Background: an optimization exercise with open tools, aiming at small area, a short achievable clock period and few clock cycles. Do not read the settings as production practice. The RTL was checked by simulation tests, not by an equivalence proof against the original design. Power figures rest on the tool's default switching activity, not on a simulated workload.

`flow/run.sh`:
```
#!/bin/bash
# Standard ORFS layout with two cell choices changed: small buffers on the
# ports instead of the delay cells buffer_ports picks by default, and no
# full/half-adder cells (ADDER_MAP_FILE empty), so abc maps the carry-save
# tree to XOR gates.  ORFS logs each tool under orfs/logs; make's own output
# goes to flow_make.log.
set -euo pipefail
export BUFFER_PORTS_ARGS="-buffer_cell sky130_fd_sc_hd__buf_1"
export ADDER_MAP_FILE=
bash standard.sh > flow_make.log 2>&1
```
`standard.sh`:
```
#!/bin/bash
# synth_recipe.tcl (not shown) runs the flow's synth.tcl, then flattens the netlist and writes it again
# the make line also repeats each setting of config.mk as NAME=value (left out here)
make -C /OpenROAD-flow-scripts/flow DESIGN_CONFIG=/design/flow/config.mk WORK_HOME=/design/flow/orfs CLKGATE_MAP_FILE= SYNTH_SCRIPT=/design/flow/synth_recipe.tcl "${@:-finish}"
```
`config.mk`:
```
export PLATFORM = sky130hd
export DESIGN_NAME = signed_right_shift_mplier
export DESIGN_NICKNAME = signed_right_shift_mplier
export VERILOG_FILES = /design/flow/design.v
export SDC_FILE = /design/flow/constraint.sdc
export NUM_CORES = 4
export LEC_CHECK = 0
export CAP_MARGIN = 20
export CORE_MARGIN = 2
export CORE_UTILIZATION = 40
export SETUP_SLACK_MARGIN = 2.5
export SLEW_MARGIN = 20
export SYNTH_HIERARCHICAL = 1
```
`constraint.sdc`:
```
create_clock -name core_clock -period 5.0 [get_ports {clk}]
set_input_delay 1.0000 -clock core_clock [delete_from_list [all_inputs] [get_ports {clk}]]
set_output_delay 1.0000 -clock core_clock [all_outputs]
set_load 0.01 [all_outputs]
```
`design.v`:
```
module signed_right_shift_mplier #(
    parameter N = 32
)(
    input                 clk,
    input                 rst_n,       
    input    [N-1:0]      mcand,
    input    [N-1:0]      mplier,
    output   [2*N-1:0]    product,
    output                done
);
    reg  [31:0] mc;           
    reg  [31:0] pl;           
    reg  [3:0]  e_one, e_two, e_neg;   
    reg  [32:0] S, C;         
    reg  [7:0]  sl, cl;       
    reg         cin;          
    reg  [31:0] ph;           
    reg         first;        
    reg  [2:0]  cnt;
    function [11:0] benc(input [8:0] b);
        integer k;
        reg x2, x1, x0;
        begin
            for (k = 0; k < 4; k = k + 1) begin
                x2 = b[2*k+2]; x1 = b[2*k+1]; x0 = b[2*k];
                benc[k]     = x1 ^ x0;                               
                benc[4+k]   = (x2 & ~x1 & ~x0) | (~x2 & x1 & x0);    
                benc[8+k]   = x2;                                    
            end
        end
    endfunction
    wire [11:0] enc_start = benc({mplier[7:0], 1'b0});
    wire [11:0] enc_next  = benc(pl[15:7]);
    wire [32:0] mx  = {mc[31], mc};
    wire [32:0] mx2 = {mc, 1'b0};
    wire [32:0] pp0, pp1, pp2, pp3;
    wire [32:0] sel0 = ({33{e_one[0]}} & mx) | ({33{e_two[0]}} & mx2);
    wire [32:0] sel1 = ({33{e_one[1]}} & mx) | ({33{e_two[1]}} & mx2);
    wire [32:0] sel2 = ({33{e_one[2]}} & mx) | ({33{e_two[2]}} & mx2);
    wire [32:0] sel3 = ({33{e_one[3]}} & mx) | ({33{e_two[3]}} & mx2);
    assign pp0 = (sel0 ^ {33{e_neg[0]}}) ^ {1'b1, 32'b0};
    assign pp1 = (sel1 ^ {33{e_neg[1]}}) ^ {1'b1, 32'b0};
    assign pp2 = (sel2 ^ {33{e_neg[2]}}) ^ {1'b1, 32'b0};
    assign pp3 = (sel3 ^ {33{e_neg[3]}}) ^ {1'b1, 32'b0};
    wire [32:0] negs;
    genvar g;
    generate
        for (g = 0; g < 33; g = g + 1) begin : g_negs
            if (g % 2 == 0 && g < 31) begin : g_e
                assign negs[g] = pl[g+1];
            end else begin : g_o
                assign negs[g] = 1'b0;
            end
        end
    endgenerate
    wire [32:0] hs = first ? negs : S;
    wire [32:0] hc = first ? {1'b1, 32'b0} : C;
    wire hs0_ = hs[4] ^ hc[4];
    wire hc0_ = hs[4] & hc[4];
    wire fs0, fc0;
    csa_fa u_fa0 (.a(hs[5]), .b(hc[5]), .c(pp0[5]), .s(fs0), .co(fc0));
    wire fs1, fc1;
    csa_fa u_fa1 (.a(hs[6]), .b(hc[6]), .c(pp0[6]), .s(fs1), .co(fc1));
    wire hs1_ = pp1[4] ^ pp2[2];
    wire hc1_ = pp1[4] & pp2[2];
    wire fs2, fc2;
    csa_fa u_fa2 (.a(hs[7]), .b(hc[7]), .c(pp0[7]), .s(fs2), .co(fc2));
    wire fs3, fc3;
    csa_fa u_fa3 (.a(pp1[5]), .b(pp2[3]), .c(pp3[1]), .s(fs3), .co(fc3));
    wire fs4, fc4;
    csa_fa u_fa4 (.a(hs[8]), .b(hc[8]), .c(pp0[8]), .s(fs4), .co(fc4));
    wire fs5, fc5;
    csa_fa u_fa5 (.a(pp1[6]), .b(pp2[4]), .c(pp3[2]), .s(fs5), .co(fc5));
    wire fs6, fc6;
    csa_fa u_fa6 (.a(hs[9]), .b(hc[9]), .c(pp0[9]), .s(fs6), .co(fc6));
    wire fs7, fc7;
    csa_fa u_fa7 (.a(pp1[7]), .b(pp2[5]), .c(pp3[3]), .s(fs7), .co(fc7));
    wire fs8, fc8;
    csa_fa u_fa8 (.a(hs[10]), .b(hc[10]), .c(pp0[10]), .s(fs8), .co(fc8));
    wire fs9, fc9;
    csa_fa u_fa9 (.a(pp1[8]), .b(pp2[6]), .c(pp3[4]), .s(fs9), .co(fc9));
    wire fs10, fc10;
    csa_fa u_fa10 (.a(hs[11]), .b(hc[11]), .c(pp0[11]), .s(fs10), .co(fc10));
    wire fs11, fc11;
    csa_fa u_fa11 (.a(pp1[9]), .b(pp2[7]), .c(pp3[5]), .s(fs11), .co(fc11));
    wire fs12, fc12;
    csa_fa u_fa12 (.a(hs[12]), .b(hc[12]), .c(pp0[12]), .s(fs12), .co(fc12));
    wire fs13, fc13;
    csa_fa u_fa13 (.a(pp1[10]), .b(pp2[8]), .c(pp3[6]), .s(fs13), .co(fc13));
    wire fs14, fc14;
    csa_fa u_fa14 (.a(hs[13]), .b(hc[13]), .c(pp0[13]), .s(fs14), .co(fc14));
    wire fs15, fc15;
    csa_fa u_fa15 (.a(pp1[11]), .b(pp2[9]), .c(pp3[7]), .s(fs15), .co(fc15));
    wire fs16, fc16;
    csa_fa u_fa16 (.a(hs[14]), .b(hc[14]), .c(pp0[14]), .s(fs16), .co(fc16));
    wire fs17, fc17;
    csa_fa u_fa17 (.a(pp1[12]), .b(pp2[10]), .c(pp3[8]), .s(fs17), .co(fc17));
    wire fs18, fc18;
    csa_fa u_fa18 (.a(hs[15]), .b(hc[15]), .c(pp0[15]), .s(fs18), .co(fc18));
    wire fs19, fc19;
    csa_fa u_fa19 (.a(pp1[13]), .b(pp2[11]), .c(pp3[9]), .s(fs19), .co(fc19));
    wire fs20, fc20;
    csa_fa u_fa20 (.a(hs[16]), .b(hc[16]), .c(pp0[16]), .s(fs20), .co(fc20));
    wire fs21, fc21;
    csa_fa u_fa21 (.a(pp1[14]), .b(pp2[12]), .c(pp3[10]), .s(fs21), .co(fc21));
    wire fs22, fc22;
    csa_fa u_fa22 (.a(hs[17]), .b(hc[17]), .c(pp0[17]), .s(fs22), .co(fc22));
    wire fs23, fc23;
    csa_fa u_fa23 (.a(pp1[15]), .b(pp2[13]), .c(pp3[11]), .s(fs23), .co(fc23));
    wire fs24, fc24;
    csa_fa u_fa24 (.a(hs[18]), .b(hc[18]), .c(pp0[18]), .s(fs24), .co(fc24));
    wire fs25, fc25;
    csa_fa u_fa25 (.a(pp1[16]), .b(pp2[14]), .c(pp3[12]), .s(fs25), .co(fc25));
    wire fs26, fc26;
    csa_fa u_fa26 (.a(hs[19]), .b(hc[19]), .c(pp0[19]), .s(fs26), .co(fc26));
    wire fs27, fc27;
    csa_fa u_fa27 (.a(pp1[17]), .b(pp2[15]), .c(pp3[13]), .s(fs27), .co(fc27));
    wire fs28, fc28;
    csa_fa u_fa28 (.a(hs[20]), .b(hc[20]), .c(pp0[20]), .s(fs28), .co(fc28));
    wire fs29, fc29;
    csa_fa u_fa29 (.a(pp1[18]), .b(pp2[16]), .c(pp3[14]), .s(fs29), .co(fc29));
    wire fs30, fc30;
    csa_fa u_fa30 (.a(hs[21]), .b(hc[21]), .c(pp0[21]), .s(fs30), .co(fc30));
    wire fs31, fc31;
    csa_fa u_fa31 (.a(pp1[19]), .b(pp2[17]), .c(pp3[15]), .s(fs31), .co(fc31));
    wire fs32, fc32;
    csa_fa u_fa32 (.a(hs[22]), .b(hc[22]), .c(pp0[22]), .s(fs32), .co(fc32));
    wire fs33, fc33;
    csa_fa u_fa33 (.a(pp1[20]), .b(pp2[18]), .c(pp3[16]), .s(fs33), .co(fc33));
    wire fs34, fc34;
    csa_fa u_fa34 (.a(hs[23]), .b(hc[23]), .c(pp0[23]), .s(fs34), .co(fc34));
    wire fs35, fc35;
    csa_fa u_fa35 (.a(pp1[21]), .b(pp2[19]), .c(pp3[17]), .s(fs35), .co(fc35));
    wire fs36, fc36;
    csa_fa u_fa36 (.a(hs[24]), .b(hc[24]), .c(pp0[24]), .s(fs36), .co(fc36));
    wire fs37, fc37;
    csa_fa u_fa37 (.a(pp1[22]), .b(pp2[20]), .c(pp3[18]), .s(fs37), .co(fc37));
    wire fs38, fc38;
    csa_fa u_fa38 (.a(hs[25]), .b(hc[25]), .c(pp0[25]), .s(fs38), .co(fc38));
    wire fs39, fc39;
    csa_fa u_fa39 (.a(pp1[23]), .b(pp2[21]), .c(pp3[19]), .s(fs39), .co(fc39));
    wire fs40, fc40;
    csa_fa u_fa40 (.a(hs[26]), .b(hc[26]), .c(pp0[26]), .s(fs40), .co(fc40));
    wire fs41, fc41;
    csa_fa u_fa41 (.a(pp1[24]), .b(pp2[22]), .c(pp3[20]), .s(fs41), .co(fc41));
    wire fs42, fc42;
    csa_fa u_fa42 (.a(hs[27]), .b(hc[27]), .c(pp0[27]), .s(fs42), .co(fc42));
    wire fs43, fc43;
    csa_fa u_fa43 (.a(pp1[25]), .b(pp2[23]), .c(pp3[21]), .s(fs43), .co(fc43));
    wire fs44, fc44;
    csa_fa u_fa44 (.a(hs[28]), .b(hc[28]), .c(pp0[28]), .s(fs44), .co(fc44));
    wire fs45, fc45;
    csa_fa u_fa45 (.a(pp1[26]), .b(pp2[24]), .c(pp3[22]), .s(fs45), .co(fc45));
    wire fs46, fc46;
    csa_fa u_fa46 (.a(hs[29]), .b(hc[29]), .c(pp0[29]), .s(fs46), .co(fc46));
    wire fs47, fc47;
    csa_fa u_fa47 (.a(pp1[27]), .b(pp2[25]), .c(pp3[23]), .s(fs47), .co(fc47));
    wire fs48, fc48;
    csa_fa u_fa48 (.a(hs[30]), .b(hc[30]), .c(pp0[30]), .s(fs48), .co(fc48));
    wire fs49, fc49;
    csa_fa u_fa49 (.a(pp1[28]), .b(pp2[26]), .c(pp3[24]), .s(fs49), .co(fc49));
    wire fs50, fc50;
    csa_fa u_fa50 (.a(hs[31]), .b(hc[31]), .c(pp0[31]), .s(fs50), .co(fc50));
    wire fs51, fc51;
    csa_fa u_fa51 (.a(pp1[29]), .b(pp2[27]), .c(pp3[25]), .s(fs51), .co(fc51));
    wire fs52, fc52;
    csa_fa u_fa52 (.a(hs[32]), .b(hc[32]), .c(pp0[32]), .s(fs52), .co(fc52));
    wire fs53, fc53;
    csa_fa u_fa53 (.a(pp1[30]), .b(pp2[28]), .c(pp3[26]), .s(fs53), .co(fc53));
    wire fs54 = ~(pp1[31] ^ pp2[29]);
    wire fc54 = pp1[31] | pp2[29];
    wire hs2_ = hs[2] ^ hc[2];
    wire hc2_ = hs[2] & hc[2];
    wire fs55, fc55;
    csa_fa u_fa55 (.a(hs[3]), .b(hc[3]), .c(pp0[3]), .s(fs55), .co(fc55));
    wire fs56, fc56;
    csa_fa u_fa56 (.a(hs0_), .b(pp0[4]), .c(pp1[2]), .s(fs56), .co(fc56));
    wire fs57, fc57;
    csa_fa u_fa57 (.a(hc0_), .b(pp1[3]), .c(pp2[1]), .s(fs57), .co(fc57));
    wire fs58, fc58;
    csa_fa u_fa58 (.a(pp3[0]), .b(hs1_), .c(fc0), .s(fs58), .co(fc58));
    wire fs59, fc59;
    csa_fa u_fa59 (.a(hc1_), .b(fc1), .c(fs2), .s(fs59), .co(fc59));
    wire fs60, fc60;
    csa_fa u_fa60 (.a(fc2), .b(fc3), .c(fs4), .s(fs60), .co(fc60));
    wire fs61, fc61;
    csa_fa u_fa61 (.a(fc4), .b(fc5), .c(fs6), .s(fs61), .co(fc61));
    wire fs62, fc62;
    csa_fa u_fa62 (.a(fc6), .b(fc7), .c(fs8), .s(fs62), .co(fc62));
    wire fs63, fc63;
    csa_fa u_fa63 (.a(fc8), .b(fc9), .c(fs10), .s(fs63), .co(fc63));
    wire fs64, fc64;
    csa_fa u_fa64 (.a(fc10), .b(fc11), .c(fs12), .s(fs64), .co(fc64));
    wire fs65, fc65;
    csa_fa u_fa65 (.a(fc12), .b(fc13), .c(fs14), .s(fs65), .co(fc65));
    wire fs66, fc66;
    csa_fa u_fa66 (.a(fc14), .b(fc15), .c(fs16), .s(fs66), .co(fc66));
    wire fs67, fc67;
    csa_fa u_fa67 (.a(fc16), .b(fc17), .c(fs18), .s(fs67), .co(fc67));
    wire fs68, fc68;
    csa_fa u_fa68 (.a(fc18), .b(fc19), .c(fs20), .s(fs68), .co(fc68));
    wire fs69, fc69;
    csa_fa u_fa69 (.a(fc20), .b(fc21), .c(fs22), .s(fs69), .co(fc69));
    wire fs70, fc70;
    csa_fa u_fa70 (.a(fc22), .b(fc23), .c(fs24), .s(fs70), .co(fc70));
    wire fs71, fc71;
    csa_fa u_fa71 (.a(fc24), .b(fc25), .c(fs26), .s(fs71), .co(fc71));
    wire fs72, fc72;
    csa_fa u_fa72 (.a(fc26), .b(fc27), .c(fs28), .s(fs72), .co(fc72));
    wire fs73, fc73;
    csa_fa u_fa73 (.a(fc28), .b(fc29), .c(fs30), .s(fs73), .co(fc73));
    wire fs74, fc74;
    csa_fa u_fa74 (.a(fc30), .b(fc31), .c(fs32), .s(fs74), .co(fc74));
    wire fs75, fc75;
    csa_fa u_fa75 (.a(fc32), .b(fc33), .c(fs34), .s(fs75), .co(fc75));
    wire fs76, fc76;
    csa_fa u_fa76 (.a(fc34), .b(fc35), .c(fs36), .s(fs76), .co(fc76));
    wire fs77, fc77;
    csa_fa u_fa77 (.a(fc36), .b(fc37), .c(fs38), .s(fs77), .co(fc77));
    wire fs78, fc78;
    csa_fa u_fa78 (.a(fc38), .b(fc39), .c(fs40), .s(fs78), .co(fc78));
    wire fs79, fc79;
    csa_fa u_fa79 (.a(fc40), .b(fc41), .c(fs42), .s(fs79), .co(fc79));
    wire fs80, fc80;
    csa_fa u_fa80 (.a(fc42), .b(fc43), .c(fs44), .s(fs80), .co(fc80));
    wire fs81, fc81;
    csa_fa u_fa81 (.a(fc44), .b(fc45), .c(fs46), .s(fs81), .co(fc81));
    wire fs82, fc82;
    csa_fa u_fa82 (.a(fc46), .b(fc47), .c(fs48), .s(fs82), .co(fc82));
    wire fs83, fc83;
    csa_fa u_fa83 (.a(fc48), .b(fc49), .c(fs50), .s(fs83), .co(fc83));
    wire fs84, fc84;
    csa_fa u_fa84 (.a(fc50), .b(fc51), .c(fs52), .s(fs84), .co(fc84));
    wire fs85, fc85;
    csa_fa u_fa85 (.a(pp3[27]), .b(fc52), .c(fc53), .s(fs85), .co(fc85));
    wire fs86, fc86;
    csa_fa u_fa86 (.a(pp1[32]), .b(pp2[30]), .c(pp3[28]), .s(fs86), .co(fc86));
    wire hs3_ = 1'b1 ^ pp2[31];
    wire hc3_ = 1'b1 & pp2[31];
    wire fs87, fc87;
    csa_fa u_fa87 (.a(hs[0]), .b(hc[0]), .c(pp0[0]), .s(fs87), .co(fc87));
    wire fs88, fc88;
    csa_fa u_fa88 (.a(hs[1]), .b(hc[1]), .c(pp0[1]), .s(fs88), .co(fc88));
    wire fs89, fc89;
    csa_fa u_fa89 (.a(hs2_), .b(pp0[2]), .c(pp1[0]), .s(fs89), .co(fc89));
    wire fs90, fc90;
    csa_fa u_fa90 (.a(hc2_), .b(pp1[1]), .c(fs55), .s(fs90), .co(fc90));
    wire fs91, fc91;
    csa_fa u_fa91 (.a(pp2[0]), .b(fc55), .c(fs56), .s(fs91), .co(fc91));
    wire fs92, fc92;
    csa_fa u_fa92 (.a(fc56), .b(fs0), .c(fs57), .s(fs92), .co(fc92));
    wire fs93, fc93;
    csa_fa u_fa93 (.a(fc57), .b(fs1), .c(fs58), .s(fs93), .co(fc93));
    wire fs94, fc94;
    csa_fa u_fa94 (.a(fs3), .b(fc58), .c(fs59), .s(fs94), .co(fc94));
    wire fs95, fc95;
    csa_fa u_fa95 (.a(fs5), .b(fc59), .c(fs60), .s(fs95), .co(fc95));
    wire fs96, fc96;
    csa_fa u_fa96 (.a(fs7), .b(fc60), .c(fs61), .s(fs96), .co(fc96));
    wire fs97, fc97;
    csa_fa u_fa97 (.a(fs9), .b(fc61), .c(fs62), .s(fs97), .co(fc97));
    wire fs98, fc98;
    csa_fa u_fa98 (.a(fs11), .b(fc62), .c(fs63), .s(fs98), .co(fc98));
    wire fs99, fc99;
    csa_fa u_fa99 (.a(fs13), .b(fc63), .c(fs64), .s(fs99), .co(fc99));
    wire fs100, fc100;
    csa_fa u_fa100 (.a(fs15), .b(fc64), .c(fs65), .s(fs100), .co(fc100));
    wire fs101, fc101;
    csa_fa u_fa101 (.a(fs17), .b(fc65), .c(fs66), .s(fs101), .co(fc101));
    wire fs102, fc102;
    csa_fa u_fa102 (.a(fs19), .b(fc66), .c(fs67), .s(fs102), .co(fc102));
    wire fs103, fc103;
    csa_fa u_fa103 (.a(fs21), .b(fc67), .c(fs68), .s(fs103), .co(fc103));
    wire fs104, fc104;
    csa_fa u_fa104 (.a(fs23), .b(fc68), .c(fs69), .s(fs104), .co(fc104));
    wire fs105, fc105;
    csa_fa u_fa105 (.a(fs25), .b(fc69), .c(fs70), .s(fs105), .co(fc105));
    wire fs106, fc106;
    csa_fa u_fa106 (.a(fs27), .b(fc70), .c(fs71), .s(fs106), .co(fc106));
    wire fs107, fc107;
    csa_fa u_fa107 (.a(fs29), .b(fc71), .c(fs72), .s(fs107), .co(fc107));
    wire fs108, fc108;
    csa_fa u_fa108 (.a(fs31), .b(fc72), .c(fs73), .s(fs108), .co(fc108));
    wire fs109, fc109;
    csa_fa u_fa109 (.a(fs33), .b(fc73), .c(fs74), .s(fs109), .co(fc109));
    wire fs110, fc110;
    csa_fa u_fa110 (.a(fs35), .b(fc74), .c(fs75), .s(fs110), .co(fc110));
    wire fs111, fc111;
    csa_fa u_fa111 (.a(fs37), .b(fc75), .c(fs76), .s(fs111), .co(fc111));
    wire fs112, fc112;
    csa_fa u_fa112 (.a(fs39), .b(fc76), .c(fs77), .s(fs112), .co(fc112));
    wire fs113, fc113;
    csa_fa u_fa113 (.a(fs41), .b(fc77), .c(fs78), .s(fs113), .co(fc113));
    wire fs114, fc114;
    csa_fa u_fa114 (.a(fs43), .b(fc78), .c(fs79), .s(fs114), .co(fc114));
    wire fs115, fc115;
    csa_fa u_fa115 (.a(fs45), .b(fc79), .c(fs80), .s(fs115), .co(fc115));
    wire fs116, fc116;
    csa_fa u_fa116 (.a(fs47), .b(fc80), .c(fs81), .s(fs116), .co(fc116));
    wire fs117, fc117;
    csa_fa u_fa117 (.a(fs49), .b(fc81), .c(fs82), .s(fs117), .co(fc117));
    wire fs118, fc118;
    csa_fa u_fa118 (.a(fs51), .b(fc82), .c(fs83), .s(fs118), .co(fc118));
    wire fs119, fc119;
    csa_fa u_fa119 (.a(fs53), .b(fc83), .c(fs84), .s(fs119), .co(fc119));
    wire fs120, fc120;
    csa_fa u_fa120 (.a(fs54), .b(fs85), .c(fc84), .s(fs120), .co(fc120));
    wire fs121, fc121;
    csa_fa u_fa121 (.a(fc54), .b(fs86), .c(fc85), .s(fs121), .co(fc121));
    wire fs122, fc122;
    csa_fa u_fa122 (.a(pp3[29]), .b(hs3_), .c(fc86), .s(fs122), .co(fc122));
    wire fs123, fc123;
    csa_fa u_fa123 (.a(pp2[32]), .b(pp3[30]), .c(hc3_), .s(fs123), .co(fc123));
    wire hs4_ = 1'b1 ^ pp3[31];
    wire hc4_ = 1'b1 & pp3[31];
    wire [40:0] cs_s = {1'b0, 1'b1, pp3[32], hs4_, fs123, fs122, fs121, fs120, fs119, fs118, fs117, fs116, fs115, fs114, fs113, fs112, fs111, fs110, fs109, fs108, fs107, fs106, fs105, fs104, fs103, fs102, fs101, fs100, fs99, fs98, fs97, fs96, fs95, fs94, fs93, fs92, fs91, fs90, fs89, fs88, fs87};
    wire [40:0] cs_c = {1'b0, 1'b0, hc4_, fc123, fc122, fc121, fc120, fc119, fc118, fc117, fc116, fc115, fc114, fc113, fc112, fc111, fc110, fc109, fc108, fc107, fc106, fc105, fc104, fc103, fc102, fc101, fc100, fc99, fc98, fc97, fc96, fc95, fc94, fc93, fc92, fc91, fc90, fc89, fc88, fc87, 1'b0};
    wire [39:0] fa_a = {S[31:0], sl};
    wire [39:0] fa_b = {C[31:0], cl[7:1], cin};
    wire [39:0] pg_g = fa_a & fa_b;
    wire [39:0] pg_p = fa_a ^ fa_b;
    wire sk_g0_1;
    pfx_gray u_sk0 (.gh(pg_g[1]), .ph(pg_p[1]), .gl(pg_g[0]), .g(sk_g0_1));
    wire sk_g0_3, sk_p0_3;
    pfx_black u_sk1 (.gh(pg_g[3]), .ph(pg_p[3]), .gl(pg_g[2]), .pl(pg_p[2]), .g(sk_g0_3), .p(sk_p0_3));
    wire sk_g0_5, sk_p0_5;
    pfx_black u_sk2 (.gh(pg_g[5]), .ph(pg_p[5]), .gl(pg_g[4]), .pl(pg_p[4]), .g(sk_g0_5), .p(sk_p0_5));
    wire sk_g0_7, sk_p0_7;
    pfx_black u_sk3 (.gh(pg_g[7]), .ph(pg_p[7]), .gl(pg_g[6]), .pl(pg_p[6]), .g(sk_g0_7), .p(sk_p0_7));
    wire sk_g0_9, sk_p0_9;
    pfx_black u_sk4 (.gh(pg_g[9]), .ph(pg_p[9]), .gl(pg_g[8]), .pl(pg_p[8]), .g(sk_g0_9), .p(sk_p0_9));
    wire sk_g0_11, sk_p0_11;
    pfx_black u_sk5 (.gh(pg_g[11]), .ph(pg_p[11]), .gl(pg_g[10]), .pl(pg_p[10]), .g(sk_g0_11), .p(sk_p0_11));
    wire sk_g0_13, sk_p0_13;
    pfx_black u_sk6 (.gh(pg_g[13]), .ph(pg_p[13]), .gl(pg_g[12]), .pl(pg_p[12]), .g(sk_g0_13), .p(sk_p0_13));
    wire sk_g0_15, sk_p0_15;
    pfx_black u_sk7 (.gh(pg_g[15]), .ph(pg_p[15]), .gl(pg_g[14]), .pl(pg_p[14]), .g(sk_g0_15), .p(sk_p0_15));
    wire sk_g0_17, sk_p0_17;
    pfx_black u_sk8 (.gh(pg_g[17]), .ph(pg_p[17]), .gl(pg_g[16]), .pl(pg_p[16]), .g(sk_g0_17), .p(sk_p0_17));
    wire sk_g0_19, sk_p0_19;
    pfx_black u_sk9 (.gh(pg_g[19]), .ph(pg_p[19]), .gl(pg_g[18]), .pl(pg_p[18]), .g(sk_g0_19), .p(sk_p0_19));
    wire sk_g0_21, sk_p0_21;
    pfx_black u_sk10 (.gh(pg_g[21]), .ph(pg_p[21]), .gl(pg_g[20]), .pl(pg_p[20]), .g(sk_g0_21), .p(sk_p0_21));
    wire sk_g0_23, sk_p0_23;
    pfx_black u_sk11 (.gh(pg_g[23]), .ph(pg_p[23]), .gl(pg_g[22]), .pl(pg_p[22]), .g(sk_g0_23), .p(sk_p0_23));
    wire sk_g0_25, sk_p0_25;
    pfx_black u_sk12 (.gh(pg_g[25]), .ph(pg_p[25]), .gl(pg_g[24]), .pl(pg_p[24]), .g(sk_g0_25), .p(sk_p0_25));
    wire sk_g0_27, sk_p0_27;
    pfx_black u_sk13 (.gh(pg_g[27]), .ph(pg_p[27]), .gl(pg_g[26]), .pl(pg_p[26]), .g(sk_g0_27), .p(sk_p0_27));
    wire sk_g0_29, sk_p0_29;
    pfx_black u_sk14 (.gh(pg_g[29]), .ph(pg_p[29]), .gl(pg_g[28]), .pl(pg_p[28]), .g(sk_g0_29), .p(sk_p0_29));
    wire sk_g0_31, sk_p0_31;
    pfx_black u_sk15 (.gh(pg_g[31]), .ph(pg_p[31]), .gl(pg_g[30]), .pl(pg_p[30]), .g(sk_g0_31), .p(sk_p0_31));
    wire sk_g0_33, sk_p0_33;
    pfx_black u_sk16 (.gh(pg_g[33]), .ph(pg_p[33]), .gl(pg_g[32]), .pl(pg_p[32]), .g(sk_g0_33), .p(sk_p0_33));
    wire sk_g0_35, sk_p0_35;
    pfx_black u_sk17 (.gh(pg_g[35]), .ph(pg_p[35]), .gl(pg_g[34]), .pl(pg_p[34]), .g(sk_g0_35), .p(sk_p0_35));
    wire sk_g0_37, sk_p0_37;
    pfx_black u_sk18 (.gh(pg_g[37]), .ph(pg_p[37]), .gl(pg_g[36]), .pl(pg_p[36]), .g(sk_g0_37), .p(sk_p0_37));
    wire sk_g0_39, sk_p0_39;
    pfx_black u_sk19 (.gh(pg_g[39]), .ph(pg_p[39]), .gl(pg_g[38]), .pl(pg_p[38]), .g(sk_g0_39), .p(sk_p0_39));
    wire sk_g1_2;
    pfx_gray u_sk20 (.gh(pg_g[2]), .ph(pg_p[2]), .gl(sk_g0_1), .g(sk_g1_2));
    wire sk_g1_3;
    pfx_gray u_sk21 (.gh(sk_g0_3), .ph(sk_p0_3), .gl(sk_g0_1), .g(sk_g1_3));
    wire sk_g1_6, sk_p1_6;
    pfx_black u_sk22 (.gh(pg_g[6]), .ph(pg_p[6]), .gl(sk_g0_5), .pl(sk_p0_5), .g(sk_g1_6), .p(sk_p1_6));
    wire sk_g1_7, sk_p1_7;
    pfx_black u_sk23 (.gh(sk_g0_7), .ph(sk_p0_7), .gl(sk_g0_5), .pl(sk_p0_5), .g(sk_g1_7), .p(sk_p1_7));
    wire sk_g1_10, sk_p1_10;
    pfx_black u_sk24 (.gh(pg_g[10]), .ph(pg_p[10]), .gl(sk_g0_9), .pl(sk_p0_9), .g(sk_g1_10), .p(sk_p1_10));
    wire sk_g1_11, sk_p1_11;
    pfx_black u_sk25 (.gh(sk_g0_11), .ph(sk_p0_11), .gl(sk_g0_9), .pl(sk_p0_9), .g(sk_g1_11), .p(sk_p1_11));
    wire sk_g1_14, sk_p1_14;
    pfx_black u_sk26 (.gh(pg_g[14]), .ph(pg_p[14]), .gl(sk_g0_13), .pl(sk_p0_13), .g(sk_g1_14), .p(sk_p1_14));
    wire sk_g1_15, sk_p1_15;
    pfx_black u_sk27 (.gh(sk_g0_15), .ph(sk_p0_15), .gl(sk_g0_13), .pl(sk_p0_13), .g(sk_g1_15), .p(sk_p1_15));
    wire sk_g1_18, sk_p1_18;
    pfx_black u_sk28 (.gh(pg_g[18]), .ph(pg_p[18]), .gl(sk_g0_17), .pl(sk_p0_17), .g(sk_g1_18), .p(sk_p1_18));
    wire sk_g1_19, sk_p1_19;
    pfx_black u_sk29 (.gh(sk_g0_19), .ph(sk_p0_19), .gl(sk_g0_17), .pl(sk_p0_17), .g(sk_g1_19), .p(sk_p1_19));
    wire sk_g1_22, sk_p1_22;
    pfx_black u_sk30 (.gh(pg_g[22]), .ph(pg_p[22]), .gl(sk_g0_21), .pl(sk_p0_21), .g(sk_g1_22), .p(sk_p1_22));
    wire sk_g1_23, sk_p1_23;
    pfx_black u_sk31 (.gh(sk_g0_23), .ph(sk_p0_23), .gl(sk_g0_21), .pl(sk_p0_21), .g(sk_g1_23), .p(sk_p1_23));
    wire sk_g1_26, sk_p1_26;
    pfx_black u_sk32 (.gh(pg_g[26]), .ph(pg_p[26]), .gl(sk_g0_25), .pl(sk_p0_25), .g(sk_g1_26), .p(sk_p1_26));
    wire sk_g1_27, sk_p1_27;
    pfx_black u_sk33 (.gh(sk_g0_27), .ph(sk_p0_27), .gl(sk_g0_25), .pl(sk_p0_25), .g(sk_g1_27), .p(sk_p1_27));
    wire sk_g1_30, sk_p1_30;
    pfx_black u_sk34 (.gh(pg_g[30]), .ph(pg_p[30]), .gl(sk_g0_29), .pl(sk_p0_29), .g(sk_g1_30), .p(sk_p1_30));
    wire sk_g1_31, sk_p1_31;
    pfx_black u_sk35 (.gh(sk_g0_31), .ph(sk_p0_31), .gl(sk_g0_29), .pl(sk_p0_29), .g(sk_g1_31), .p(sk_p1_31));
    wire sk_g1_34, sk_p1_34;
    pfx_black u_sk36 (.gh(pg_g[34]), .ph(pg_p[34]), .gl(sk_g0_33), .pl(sk_p0_33), .g(sk_g1_34), .p(sk_p1_34));
    wire sk_g1_35, sk_p1_35;
    pfx_black u_sk37 (.gh(sk_g0_35), .ph(sk_p0_35), .gl(sk_g0_33), .pl(sk_p0_33), .g(sk_g1_35), .p(sk_p1_35));
    wire sk_g1_38, sk_p1_38;
    pfx_black u_sk38 (.gh(pg_g[38]), .ph(pg_p[38]), .gl(sk_g0_37), .pl(sk_p0_37), .g(sk_g1_38), .p(sk_p1_38));
    wire sk_g1_39, sk_p1_39;
    pfx_black u_sk39 (.gh(sk_g0_39), .ph(sk_p0_39), .gl(sk_g0_37), .pl(sk_p0_37), .g(sk_g1_39), .p(sk_p1_39));
    wire sk_g2_4;
    pfx_gray u_sk40 (.gh(pg_g[4]), .ph(pg_p[4]), .gl(sk_g1_3), .g(sk_g2_4));
    wire sk_g2_5;
    pfx_gray u_sk41 (.gh(sk_g0_5), .ph(sk_p0_5), .gl(sk_g1_3), .g(sk_g2_5));
    wire sk_g2_6;
    pfx_gray u_sk42 (.gh(sk_g1_6), .ph(sk_p1_6), .gl(sk_g1_3), .g(sk_g2_6));
    wire sk_g2_7;
    pfx_gray u_sk43 (.gh(sk_g1_7), .ph(sk_p1_7), .gl(sk_g1_3), .g(sk_g2_7));
    wire sk_g2_12, sk_p2_12;
    pfx_black u_sk44 (.gh(pg_g[12]), .ph(pg_p[12]), .gl(sk_g1_11), .pl(sk_p1_11), .g(sk_g2_12), .p(sk_p2_12));
    wire sk_g2_13, sk_p2_13;
    pfx_black u_sk45 (.gh(sk_g0_13), .ph(sk_p0_13), .gl(sk_g1_11), .pl(sk_p1_11), .g(sk_g2_13), .p(sk_p2_13));
    wire sk_g2_14, sk_p2_14;
    pfx_black u_sk46 (.gh(sk_g1_14), .ph(sk_p1_14), .gl(sk_g1_11), .pl(sk_p1_11), .g(sk_g2_14), .p(sk_p2_14));
    wire sk_g2_15, sk_p2_15;
    pfx_black u_sk47 (.gh(sk_g1_15), .ph(sk_p1_15), .gl(sk_g1_11), .pl(sk_p1_11), .g(sk_g2_15), .p(sk_p2_15));
    wire sk_g2_20, sk_p2_20;
    pfx_black u_sk48 (.gh(pg_g[20]), .ph(pg_p[20]), .gl(sk_g1_19), .pl(sk_p1_19), .g(sk_g2_20), .p(sk_p2_20));
    wire sk_g2_21, sk_p2_21;
    pfx_black u_sk49 (.gh(sk_g0_21), .ph(sk_p0_21), .gl(sk_g1_19), .pl(sk_p1_19), .g(sk_g2_21), .p(sk_p2_21));
    wire sk_g2_22, sk_p2_22;
    pfx_black u_sk50 (.gh(sk_g1_22), .ph(sk_p1_22), .gl(sk_g1_19), .pl(sk_p1_19), .g(sk_g2_22), .p(sk_p2_22));
    wire sk_g2_23, sk_p2_23;
    pfx_black u_sk51 (.gh(sk_g1_23), .ph(sk_p1_23), .gl(sk_g1_19), .pl(sk_p1_19), .g(sk_g2_23), .p(sk_p2_23));
    wire sk_g2_28, sk_p2_28;
    pfx_black u_sk52 (.gh(pg_g[28]), .ph(pg_p[28]), .gl(sk_g1_27), .pl(sk_p1_27), .g(sk_g2_28), .p(sk_p2_28));
    wire sk_g2_29, sk_p2_29;
    pfx_black u_sk53 (.gh(sk_g0_29), .ph(sk_p0_29), .gl(sk_g1_27), .pl(sk_p1_27), .g(sk_g2_29), .p(sk_p2_29));
    wire sk_g2_30, sk_p2_30;
    pfx_black u_sk54 (.gh(sk_g1_30), .ph(sk_p1_30), .gl(sk_g1_27), .pl(sk_p1_27), .g(sk_g2_30), .p(sk_p2_30));
    wire sk_g2_31, sk_p2_31;
    pfx_black u_sk55 (.gh(sk_g1_31), .ph(sk_p1_31), .gl(sk_g1_27), .pl(sk_p1_27), .g(sk_g2_31), .p(sk_p2_31));
    wire sk_g2_36, sk_p2_36;
    pfx_black u_sk56 (.gh(pg_g[36]), .ph(pg_p[36]), .gl(sk_g1_35), .pl(sk_p1_35), .g(sk_g2_36), .p(sk_p2_36));
    wire sk_g2_37, sk_p2_37;
    pfx_black u_sk57 (.gh(sk_g0_37), .ph(sk_p0_37), .gl(sk_g1_35), .pl(sk_p1_35), .g(sk_g2_37), .p(sk_p2_37));
    wire sk_g2_38, sk_p2_38;
    pfx_black u_sk58 (.gh(sk_g1_38), .ph(sk_p1_38), .gl(sk_g1_35), .pl(sk_p1_35), .g(sk_g2_38), .p(sk_p2_38));
    wire sk_g2_39, sk_p2_39;
    pfx_black u_sk59 (.gh(sk_g1_39), .ph(sk_p1_39), .gl(sk_g1_35), .pl(sk_p1_35), .g(sk_g2_39), .p(sk_p2_39));
    wire sk_g3_8;
    pfx_gray u_sk60 (.gh(pg_g[8]), .ph(pg_p[8]), .gl(sk_g2_7), .g(sk_g3_8));
    wire sk_g3_9;
    pfx_gray u_sk61 (.gh(sk_g0_9), .ph(sk_p0_9), .gl(sk_g2_7), .g(sk_g3_9));
    wire sk_g3_10;
    pfx_gray u_sk62 (.gh(sk_g1_10), .ph(sk_p1_10), .gl(sk_g2_7), .g(sk_g3_10));
    wire sk_g3_11;
    pfx_gray u_sk63 (.gh(sk_g1_11), .ph(sk_p1_11), .gl(sk_g2_7), .g(sk_g3_11));
    wire sk_g3_12;
    pfx_gray u_sk64 (.gh(sk_g2_12), .ph(sk_p2_12), .gl(sk_g2_7), .g(sk_g3_12));
    wire sk_g3_13;
    pfx_gray u_sk65 (.gh(sk_g2_13), .ph(sk_p2_13), .gl(sk_g2_7), .g(sk_g3_13));
    wire sk_g3_14;
    pfx_gray u_sk66 (.gh(sk_g2_14), .ph(sk_p2_14), .gl(sk_g2_7), .g(sk_g3_14));
    wire sk_g3_15;
    pfx_gray u_sk67 (.gh(sk_g2_15), .ph(sk_p2_15), .gl(sk_g2_7), .g(sk_g3_15));
    wire sk_g3_24, sk_p3_24;
    pfx_black u_sk68 (.gh(pg_g[24]), .ph(pg_p[24]), .gl(sk_g2_23), .pl(sk_p2_23), .g(sk_g3_24), .p(sk_p3_24));
    wire sk_g3_25, sk_p3_25;
    pfx_black u_sk69 (.gh(sk_g0_25), .ph(sk_p0_25), .gl(sk_g2_23), .pl(sk_p2_23), .g(sk_g3_25), .p(sk_p3_25));
    wire sk_g3_26, sk_p3_26;
    pfx_black u_sk70 (.gh(sk_g1_26), .ph(sk_p1_26), .gl(sk_g2_23), .pl(sk_p2_23), .g(sk_g3_26), .p(sk_p3_26));
    wire sk_g3_27, sk_p3_27;
    pfx_black u_sk71 (.gh(sk_g1_27), .ph(sk_p1_27), .gl(sk_g2_23), .pl(sk_p2_23), .g(sk_g3_27), .p(sk_p3_27));
    wire sk_g3_28, sk_p3_28;
    pfx_black u_sk72 (.gh(sk_g2_28), .ph(sk_p2_28), .gl(sk_g2_23), .pl(sk_p2_23), .g(sk_g3_28), .p(sk_p3_28));
    wire sk_g3_29, sk_p3_29;
    pfx_black u_sk73 (.gh(sk_g2_29), .ph(sk_p2_29), .gl(sk_g2_23), .pl(sk_p2_23), .g(sk_g3_29), .p(sk_p3_29));
    wire sk_g3_30, sk_p3_30;
    pfx_black u_sk74 (.gh(sk_g2_30), .ph(sk_p2_30), .gl(sk_g2_23), .pl(sk_p2_23), .g(sk_g3_30), .p(sk_p3_30));
    wire sk_g3_31, sk_p3_31;
    pfx_black u_sk75 (.gh(sk_g2_31), .ph(sk_p2_31), .gl(sk_g2_23), .pl(sk_p2_23), .g(sk_g3_31), .p(sk_p3_31));
    wire sk_g4_16;
    pfx_gray u_sk76 (.gh(pg_g[16]), .ph(pg_p[16]), .gl(sk_g3_15), .g(sk_g4_16));
    wire sk_g4_17;
    pfx_gray u_sk77 (.gh(sk_g0_17), .ph(sk_p0_17), .gl(sk_g3_15), .g(sk_g4_17));
    wire sk_g4_18;
    pfx_gray u_sk78 (.gh(sk_g1_18), .ph(sk_p1_18), .gl(sk_g3_15), .g(sk_g4_18));
    wire sk_g4_19;
    pfx_gray u_sk79 (.gh(sk_g1_19), .ph(sk_p1_19), .gl(sk_g3_15), .g(sk_g4_19));
    wire sk_g4_20;
    pfx_gray u_sk80 (.gh(sk_g2_20), .ph(sk_p2_20), .gl(sk_g3_15), .g(sk_g4_20));
    wire sk_g4_21;
    pfx_gray u_sk81 (.gh(sk_g2_21), .ph(sk_p2_21), .gl(sk_g3_15), .g(sk_g4_21));
    wire sk_g4_22;
    pfx_gray u_sk82 (.gh(sk_g2_22), .ph(sk_p2_22), .gl(sk_g3_15), .g(sk_g4_22));
    wire sk_g4_23;
    pfx_gray u_sk83 (.gh(sk_g2_23), .ph(sk_p2_23), .gl(sk_g3_15), .g(sk_g4_23));
    wire sk_g4_24;
    pfx_gray u_sk84 (.gh(sk_g3_24), .ph(sk_p3_24), .gl(sk_g3_15), .g(sk_g4_24));
    wire sk_g4_25;
    pfx_gray u_sk85 (.gh(sk_g3_25), .ph(sk_p3_25), .gl(sk_g3_15), .g(sk_g4_25));
    wire sk_g4_26;
    pfx_gray u_sk86 (.gh(sk_g3_26), .ph(sk_p3_26), .gl(sk_g3_15), .g(sk_g4_26));
    wire sk_g4_27;
    pfx_gray u_sk87 (.gh(sk_g3_27), .ph(sk_p3_27), .gl(sk_g3_15), .g(sk_g4_27));
    wire sk_g4_28;
    pfx_gray u_sk88 (.gh(sk_g3_28), .ph(sk_p3_28), .gl(sk_g3_15), .g(sk_g4_28));
    wire sk_g4_29;
    pfx_gray u_sk89 (.gh(sk_g3_29), .ph(sk_p3_29), .gl(sk_g3_15), .g(sk_g4_29));
    wire sk_g4_30;
    pfx_gray u_sk90 (.gh(sk_g3_30), .ph(sk_p3_30), .gl(sk_g3_15), .g(sk_g4_30));
    wire sk_g4_31;
    pfx_gray u_sk91 (.gh(sk_g3_31), .ph(sk_p3_31), .gl(sk_g3_15), .g(sk_g4_31));
    wire sk_g5_32;
    pfx_gray u_sk92 (.gh(pg_g[32]), .ph(pg_p[32]), .gl(sk_g4_31), .g(sk_g5_32));
    wire sk_g5_33;
    pfx_gray u_sk93 (.gh(sk_g0_33), .ph(sk_p0_33), .gl(sk_g4_31), .g(sk_g5_33));
    wire sk_g5_34;
    pfx_gray u_sk94 (.gh(sk_g1_34), .ph(sk_p1_34), .gl(sk_g4_31), .g(sk_g5_34));
    wire sk_g5_35;
    pfx_gray u_sk95 (.gh(sk_g1_35), .ph(sk_p1_35), .gl(sk_g4_31), .g(sk_g5_35));
    wire sk_g5_36;
    pfx_gray u_sk96 (.gh(sk_g2_36), .ph(sk_p2_36), .gl(sk_g4_31), .g(sk_g5_36));
    wire sk_g5_37;
    pfx_gray u_sk97 (.gh(sk_g2_37), .ph(sk_p2_37), .gl(sk_g4_31), .g(sk_g5_37));
    wire sk_g5_38;
    pfx_gray u_sk98 (.gh(sk_g2_38), .ph(sk_p2_38), .gl(sk_g4_31), .g(sk_g5_38));
    wire sk_g5_39;
    pfx_gray u_sk99 (.gh(sk_g2_39), .ph(sk_p2_39), .gl(sk_g4_31), .g(sk_g5_39));
    wire [39:0] fsum;
    assign fsum[0] = pg_p[0];
    assign fsum[1] = pg_p[1] ^ pg_g[0];
    assign fsum[2] = pg_p[2] ^ sk_g0_1;
    assign fsum[3] = pg_p[3] ^ sk_g1_2;
    assign fsum[4] = pg_p[4] ^ sk_g1_3;
    assign fsum[5] = pg_p[5] ^ sk_g2_4;
    assign fsum[6] = pg_p[6] ^ sk_g2_5;
    assign fsum[7] = pg_p[7] ^ sk_g2_6;
    assign fsum[8] = pg_p[8] ^ sk_g2_7;
    assign fsum[9] = pg_p[9] ^ sk_g3_8;
    assign fsum[10] = pg_p[10] ^ sk_g3_9;
    assign fsum[11] = pg_p[11] ^ sk_g3_10;
    assign fsum[12] = pg_p[12] ^ sk_g3_11;
    assign fsum[13] = pg_p[13] ^ sk_g3_12;
    assign fsum[14] = pg_p[14] ^ sk_g3_13;
    assign fsum[15] = pg_p[15] ^ sk_g3_14;
    assign fsum[16] = pg_p[16] ^ sk_g3_15;
    assign fsum[17] = pg_p[17] ^ sk_g4_16;
    assign fsum[18] = pg_p[18] ^ sk_g4_17;
    assign fsum[19] = pg_p[19] ^ sk_g4_18;
    assign fsum[20] = pg_p[20] ^ sk_g4_19;
    assign fsum[21] = pg_p[21] ^ sk_g4_20;
    assign fsum[22] = pg_p[22] ^ sk_g4_21;
    assign fsum[23] = pg_p[23] ^ sk_g4_22;
    assign fsum[24] = pg_p[24] ^ sk_g4_23;
    assign fsum[25] = pg_p[25] ^ sk_g4_24;
    assign fsum[26] = pg_p[26] ^ sk_g4_25;
    assign fsum[27] = pg_p[27] ^ sk_g4_26;
    assign fsum[28] = pg_p[28] ^ sk_g4_27;
    assign fsum[29] = pg_p[29] ^ sk_g4_28;
    assign fsum[30] = pg_p[30] ^ sk_g4_29;
    assign fsum[31] = pg_p[31] ^ sk_g4_30;
    assign fsum[32] = pg_p[32] ^ sk_g4_31;
    assign fsum[33] = pg_p[33] ^ sk_g5_32;
    assign fsum[34] = pg_p[34] ^ sk_g5_33;
    assign fsum[35] = pg_p[35] ^ sk_g5_34;
    assign fsum[36] = pg_p[36] ^ sk_g5_35;
    assign fsum[37] = pg_p[37] ^ sk_g5_36;
    assign fsum[38] = pg_p[38] ^ sk_g5_37;
    assign fsum[39] = pg_p[39] ^ sk_g5_38;
    wire cout = sk_g2_7;
    always @(posedge clk) begin
        first <= ~rst_n;
        if (!rst_n) begin
            mc    <= mcand;
            pl    <= mplier;
            e_one <= enc_start[3:0];
            e_two <= enc_start[7:4];
            e_neg <= enc_start[11:8];
            cnt   <= 3'd0;
        end else begin
            pl    <= {fsum[7:0], pl[31:8]};
            e_one <= enc_next[3:0];
            e_two <= enc_next[7:4];
            e_neg <= enc_next[11:8];
            cnt   <= cnt + 3'd1;
        end
        S   <= cs_s[40:8];
        C   <= cs_c[40:8];
        sl  <= cs_s[7:0];
        cl  <= cs_c[7:0];
        cin <= first ? 1'b0 : cout;
        ph  <= fsum[39:8];
    end
    assign product = {ph, pl};
    assign done    = (cnt == 3'd5);
endmodule
module pfx_black (
    input  gh,
    input  ph,
    input  gl,
    input  pl,
    output g,
    output p
);
    assign g = gh | (ph & gl);
    assign p = ph & pl;
endmodule
module pfx_gray (
    input  gh,
    input  ph,
    input  gl,
    output g
);
    assign g = gh | (ph & gl);
endmodule
module csa_fa (
    input  a,
    input  b,
    input  c,
    output s,
    output co
);
    assign s  = a ^ b ^ c;
    assign co = (a & b) | (a & c) | (b & c);
endmodule
```
==> impl_results.md, run 1 <==
* Fin nets at 1,362
* Fin crit share at 49.3%
* DRT antenna net count at 0
* Int Pwr at 0.00806 W
* Area grow syn2layout at 10.8%
* Seq/Total Area, Yosys at 29.0%
* H-tree Lvls at 4
* Sw frac at 37.6%
* Final Hold Fails at 0
* Area of the multi-input gates at 0.00947 mm^2
* CTS tree: yes
* Final core occ at 44.8%
* Design Power at 0.0129 W
* Antenna violations before repair at 0
* Filler Cells Inserted at 3,270
* #FFs+latches synth at 186
* Post-synth top area cell: dfxtp_1
* Most frequent cells in the layout: dfxtp_1, xnor2_1, buf_1, maj3_1, xor3_1
* GRT overflow at 0
* Rel. slew slack at 29.9%
* Area of the die at 0.0364 mm^2
* Rows at 68
* Drt total wl at 35,300 um
* CP required at 5.31 ns
* Num CTS Buffers at 17
* DR vias at 9,299
* Sw power at 0.00485 W
* Lkg Pwr at 6.70 nW
* Post-synth cell types at 34
* DP Cell Count at 1,723
* Finished Layout Cells at 1,764
* Routability congestion estimate at 0.799
* Unrepaired setup endpoints after global routing: yes
* Setup TNS at 0 ns
* Vias in the first global route at 9,182
* Setup CP Type: flop to flop
* Commonest non-fill, non-tap cell in the layout: dfxtp_1
* Root Driver: clkbuf_16
* Cells after Synth at 1,206
* Max cap viols at 0
* Die X-Extent at 191 um
* Element type at the critical path start: flop
* Clock latency (worst-skew pair) at 0.45 ns
* Dpl hpwl at 25,700 um
* Clock power share at 10.4%
* Setup violation total in the final timing report at 0
* Synthesized area per cell at 11.6 um^2
* PD cells at 836 mW/mm^2
* CP Capture Type: flop
* Worst Tran Pin Value at 1.05 ns
* Total track usage at 19.6%
* Post-DR wirelength/cell at 20.0 um
* Combinational power share at 67.0%
* Vias per cell at 5.27
* Peak supply drop at 0.427 mV
* Clk slew on worst S/H paths at 0.08 ns
* Synthesis warning total at 7
* Share of layout cells above drive strength 1 at 9.09%
* Deepest clock path buffer count at 2
* Number of port buffers at 130
* Crit-path max FO at 18
* Io pins at 131
* Worst Path Arrival at 2.78 ns
* Core area at 0.0345 mm^2
* Seq. cell area at 0.00408 mm^2
* Initial Utilization at 40.5%
* Outcome: no timing/DRC/antenna violations
* Setup Skew at 0.0118 ns
* Pre-antenna DRT Iters at 5
* Inserted Diodes at 0
* Starting DRT DRC Count at 536
* Yosys top cell area share at 22.1%
* Sequential Power Share at 22.6%
* Clock Sinks at 186
* Die Ht at 191 um
* Highest Clock Rate at 406 MHz
* Post-route DRC violation count at 0
* First-pass GRT wire length at 53,700 um
* Max Slew Vio Count at 0
* Synth top area cells: dfxtp_1, xor3_1, maj3_1
* Largest net degree at the start of global routing at 48
* Synth Cell Area at 0.0139 mm^2
* Hold/Removal Path Class: flop to flop
* Fin crit period at 2.46 ns
## per-layer routing
metal | wire (um) | part of all wire, % | track usage, %
met1 | 15900 | 45 | 25.6
met2 | 16700 | 47 | 32.3
met3 | 1660 | 4.7 | 3.37
met4 | 1040 | 2.9 | 7.63
met5 | 0 | 0 | 0
## area by class of cell
type,instances,share of cell area (%)
clock buffers,19,2.87
clock inverters,13,0.835
flip-flops and latches,186,26.4
inverters,5,0.122
well taps,455,3.69
repair buffers,154,4.76
multi-input cells,932,61.3
## registers in the layout (all words and copies together), names as in the netlist
name	cells
e_one	4
S	31
first	1
cin	1
cl	7
ph	32
sl	8
cnt	3
pl	29
mc	32
C	31
e_two	4
e_neg	3
## repair_timing
item                                    CTS  global route
endpoints found under the setup margin   81            62
hold buffers                              0             0
gates resized for setup                  20             9
setup buffers                             4             5
## through the flow
stage	hold WS [ns]	setup WS, ns	cell area (um^2)
global placement	0.431	2.10	14700
detailed placement	0.444	2.07	14700
global route	0.505	2.46	15400
finish	0.458	2.54	15400
CTS	0.461	2.47	15400
floorplan	0.418	2.54	14000
## kinds of logic after synthesis
logic type | Yosys count | synth area share [%]
buffers and inverters | 91 | 3.24
AO/OA/AOI/OAI | 237 | 12.7
multiplexers | 45 | 3.64
flip-flops | 186 | 29.0
other | 1 | 0.0269
adder cells (fa/ha/maj) | 123 | 8.83
AND/OR/NAND/NOR | 180 | 7.80
XOR/XNOR | 343 | 34.8
## Yosys stat by module (local to each module, per instance)
module / flops+latches / copies in the design / area [um^2] / cells
signed_right_shift_mplier: 186 / 1 / 8700 / 806
csa_fa: 0 / 123 / 33.8 / 2
pfx_gray: 0 / 38 / 7.51 / 1
pfx_black: 0 / 58 / 13.8 / 2
## worst paths after layout
kind,from,end,slack (ns),cells past startpoint
max,first,S[17],2.54,5
min,cnt[0],cnt[0],0.46,1
max reg2reg,first,S[17],2.54,5
min reg2reg,cnt[0],cnt[0],0.46,1
## synth_stat cells (all sizes together)
cell type  count
edfxtp        32
and2         100
a21o          96
nand3b         3
dfxtp        154
a22oi        124
nor2           9
or2            1
a21oi          3
nand2         13
clkbuf        34
mux2          45
clkinv         1
inv            4
a221oi         2
nor3           1
nor3b          1
o21ai          8
conb           1
maj3         123
a31oi          3
or3b           2
xor2          86
o22ai          1
and3b          3
nor2b         47
xor3         123
xnor2        134
buf           52
## critical path, cell delays in order, from the launching register on
cell and delay, ns:
dfxtp_4 0.45, buf_6 0.22, mux2_2 0.38, xor3_1 0.43
maj3_1 0.41, xor3_1 0.43
## power groups by stage
stage | sequential, W | clock [W] | combinational (W)
floorplan | 0.00270 | 0 | 0.00716
global placement | 0.00297 | 0 | 0.00848
detailed placement | 0.00297 | 0 | 0.00857
CTS | 0.00294 | 0.00139 | 0.00866
global route | 0.00299 | 0.00145 | 0.00938
finish | 0.00291 | 0.00135 | 0.00865
Testbench counts, summed over its fixed seeds: cycles 48,000.
==> run 2, diff against run 1 <==
--- a/config.mk
+++ b/config.mk
@@ -8,6 +8,6 @@
 export CAP_MARGIN = 20
 export CORE_MARGIN = 2
 export CORE_UTILIZATION = 40
-export SETUP_SLACK_MARGIN = 2.5
+export SETUP_SLACK_MARGIN = 3.0
 export SLEW_MARGIN = 20
 export SYNTH_HIERARCHICAL = 1
==> run 2 against run 1 <==
Effect of this change:
- critical path depth increased by 1
- sequential power is essentially flat
- combinational power is 24% higher
- power up 17%
- sequential share of layout area fell by 4.5 points
- first-iteration DRC count is 7.8% higher
- register-to-register slack better by 0.18 ns
- highest routed layer unchanged
==> impl_results.md, run 2 <==
* Max Slew Vio Count at 0 (unchanged)
* Pre-antenna DRT Iters at 7 (was 5)
* Routed met3 length at 1870 um (was 1660 um)
* DR vias at 10,100 (was 9,299)
* Fin crit share at 45.6% (was 49.3%)
* Rel. slew slack at 61.1% (was 29.9%)
* Die X-Extent at 191 um (unchanged)
* Cells after Synth at 1,206 (unchanged)
* Die Ht at 191 um (unchanged)
* Synth Cell Area at 0.0139 mm^2 (unchanged)
* H-tree Lvls at 4 (unchanged)
* Max cap viols at 0 (unchanged)
* Setup Skew at 0.0194 ns (was 0.0118 ns)
* Most frequent cells in the layout: buf_4, xor3_1, maj3_2, dfxtp_1, buf_1 (was dfxtp_1, xnor2_1, buf_1, maj3_1, xor3_1)
* Dpl hpwl at 26,200 um (was 25,700 um)
* Worst Tran Pin Value at 0.584 ns (was 1.05 ns)
* Fin crit period at 2.28 ns (was 2.46 ns)
* Setup violation total in the final timing report at 0 (unchanged)
* Post-synth ARST share at 0% (unchanged)
* Crit-path max FO at 6 (was 18)
* Antenna violations before repair at 0 (unchanged)
* Io pins at 131 (unchanged)
* Final Hold Fails at 0 (unchanged)
* Seq/Total Area, Yosys at 29.0% (unchanged)
* Placed cell area at 0.0153 mm^2 (was 0.0147 mm^2)
* Core area at 0.0345 mm^2 (unchanged)
* Num CTS Buffers at 17 (unchanged)
* Top Metal Used: met4 (unchanged)
* Lkg Pwr at 8.54 nW (was 6.70 nW)
* Fin area at 0.0190 mm^2 (was 0.0154 mm^2)
* CTS Hold Bufs at 0 (unchanged)
* Met2 wire length at 20,400 um (was 16,700 um)
* Starting DRT DRC Count at 578 (was 536)
* Drt total wl at 41,400 um (was 35,300 um)
* Post-synth cell types at 34 (unchanged)
* Largest regs: mc x32, ph x32 (unchanged)
* Post-synth top area cell: dfxtp_1 (unchanged)
* Area grow syn2layout at 36.5% (was 10.8%)
* Deepest clock path buffer count at 2 (unchanged)
* CP required at 5.33 ns (was 5.31 ns)
* Share of layout cells above drive strength 1 at 46.1% (was 9.09%)
* Initial Utilization at 40.5% (unchanged)
* Setup CP Type: flop to flop (unchanged)
* Largest net degree at the start of global routing at 48 (unchanged)
* Clk slew on worst S/H paths at 0.08 ns (about the same)
* Yosys top cell area share at 22.1% (unchanged)
* CTS tree: yes (unchanged)
* Routability congestion estimate at 0.827 (was 0.799)
* #FFs+latches synth at 186 (unchanged)
* Hold/Removal Path Class: flop to flop (unchanged)
* Outcome: no timing/DRC/antenna violations (unchanged)
* Peak supply drop at 0.478 mV (was 0.427 mV)
* Total track usage at 22.7% (was 19.6%)
* Highest Clock Rate at 438 MHz (was 406 MHz)
* CP Capture Type: flop (unchanged)
* Root Driver: clkbuf_16 (unchanged)
* Worst Path Arrival at 2.61 ns (was 2.78 ns)
* M1 WL at 18,200 um (was 15,900 um)
* Synth top area cells: dfxtp_1, xor3_1, maj3_1 (unchanged)
* Synthesized area per cell at 11.6 um^2 (unchanged)
* Synthesis warning total at 7 (unchanged)
* Inserted Diodes at 0 (unchanged)
* Number of port buffers at 130 (unchanged)
* Clock Sinks at 186 (unchanged)
* Top FF cell, synth: dfxtp_1 (unchanged)
* Post-DR wirelength/cell at 21.4 um (was 20.0 um)
* Element type at the critical path start: flop (unchanged)
* Fin nets at 1,533 (was 1,362)
* Rows at 68 (unchanged)
* Number of enable flip-flop cells after synthesis at 32 (unchanged)
* Commonest non-fill, non-tap cell in the layout: buf_4 (was dfxtp_1)
* Vias per cell at 5.24 (was 5.27)
* Design Power at 0.0151 W (was 0.0129 W)
* Clock latency (worst-skew pair) at 0.47 ns (was 0.45 ns)
* Leading cell types by count after synthesis: dfxtp_1, xnor2_1, maj3_1, xor3_1, a22oi_1 (unchanged)
* GRT overflow at 0 (unchanged)
* Unrepaired setup endpoints after global routing: yes (unchanged)
* Area of the die at 0.0364 mm^2 (unchanged)
* First-pass GRT wire length at 61,600 um (was 53,700 um)
* Vias in the first global route at 10,200 (was 9,182)
* Setup TNS at 0 ns (unchanged)
* Top-count cell post-synth: dfxtp_1 (unchanged)
* PD cells at 793 mW/mm^2 (was 836 mW/mm^2)
* DRT antenna net count at 0 (unchanged)
* Post-route DRC violation count at 0 (unchanged)
==> run 2: cell counts after synthesis <==
Identical to the previous run, type by type.
==> run 2: cells by family (layout without fill, tap and decap cells) <==
family	after synthesis	in the layout	share of synthesized area, %
and+or+nand+nor	180	180	7.80
adders and majority gates	123	123	8.83
other	1	4	0.0269
muxes	45	45	3.64
DFF	186	186	29.0
xor gates and xnor gates	343	343	34.8
AOI/OAI and AO/OA	237	237	12.7
buffers and inverters	91	362	3.24
==> run 2: per-layer routing <==
metal | vias to the layer above | track usage [%]
li1 | 4792 | -
met1 | 5059 | 29.2
met2 | 241 | 39.3
met3 | 50 | 3.24
met4 | 0 | 6.89
met5 | - | 0
==> run 2: stage by stage <==
step / instances / setup slack, ns / util (%) / hold slack (ns)
after floorplan: 1209 / 2.89 / - / 0.418
after global placement: 1718 / 1.92 / 44.4 / 0.430
after detailed placement: 1718 / 1.88 / 44.4 / 0.438
after CTS: 1904 / 2.77 / 53.1 / 0.498
after global routing: 1935 / 2.69 / 55.2 / 0.523
final: 1935 / 2.72 / 55.2 / 0.498
==> run 2: repair_timing <==
item                       4_1_cts  5_1_grt
resized for setup              250      103
pin swaps                      105       75
buffers inserted               147       29
setup endpoints to repair      158      106
gates cloned                     7        2
==> run 2: Yosys stat by module, one instance, submodules excluded <==
module / flops+latches / times used / cells / cell area [um^2]
csa_fa: 0 / 123 / 2 / 33.8
pfx_black: 0 / 58 / 2 / 13.8
pfx_gray: 0 / 38 / 1 / 7.51
signed_right_shift_mplier: 186 / 1 / 806 / 8700
==> run 2: area by class of cell <==
type                            instances  area (um^2)
Timing Repair Buffer                  325         2790
Fill cell                            2907        15400
Multi-Input combinational cell        932        10900
Tap cell                              455          569
Clock inverter                         14          170
Sequential cell                       186         4170
Inverter                                5         31.3
Clock buffer                           18          429
==> run 2: power breakdown <==
| group | switching, W | internal (W) |
|---|---|---|
| sequential | 0.000583 | 0.00233 |
| combinational | 0.00422 | 0.00652 |
| clock | 0.000708 | 0.000720 |
==> run 2: final timing paths <==
| kind | startpoint | to | slack (ns) | depth (start not counted) |
|---|---|---|---|---|
| worst max-delay path | mc[27] | S[24] | 2.72 | 6 |
| worst min-delay path | pl[30] | pl[22] | 0.50 | 1 |
| worst max register to register | mc[27] | S[24] | 2.72 | 6 |
| worst min register to register | pl[30] | pl[22] | 0.50 | 1 |
==> run 2: worst max-delay path: stages, from the launching register on <==
cell and delay (ns):
edfxtp_1 0.57, buf_4 0.22, a22oi_2 0.16, xnor2_2 0.12, maj3_2 0.33, maj3_2 0.33
xor3_1 0.41

[re-timing with driven ports]
How much do the figures lean on ideal ports? The routed layouts below were timed once more, with nothing changed but the port constraints.
Step 1: set_driving_cell puts a clkbuf_16 on clk and a buf_2 on each other input, an assumption about the parent block.
Step 2 moves the port delays by t, midway between the first and last clock arrival at a register: inputs arrive t later, outputs are due t later. That takes back most of the time a late clock gives input paths.
a / b / c = no drivers / after step 1 / after step 2; a / b = the first two.
run | t (ns) | setup slack, ns | hold slack, ns | worst setup path after step 2 | pins driven straight from the clock port
run 1 | 0.498 | 2.535 / 2.535 / 2.300 | 0.458 / 0.458 / 0.458 | input to register | 1
run 2 | 0.511 | 2.719 / 2.719 / 2.639 | 0.498 / 0.498 / 0.498 | input to register | 1
After both steps every run listed still meets setup and hold. For run 1, which loses most, drivers alone change the setup slack by 0.000 ns; drivers and shift together by -0.235 ns.
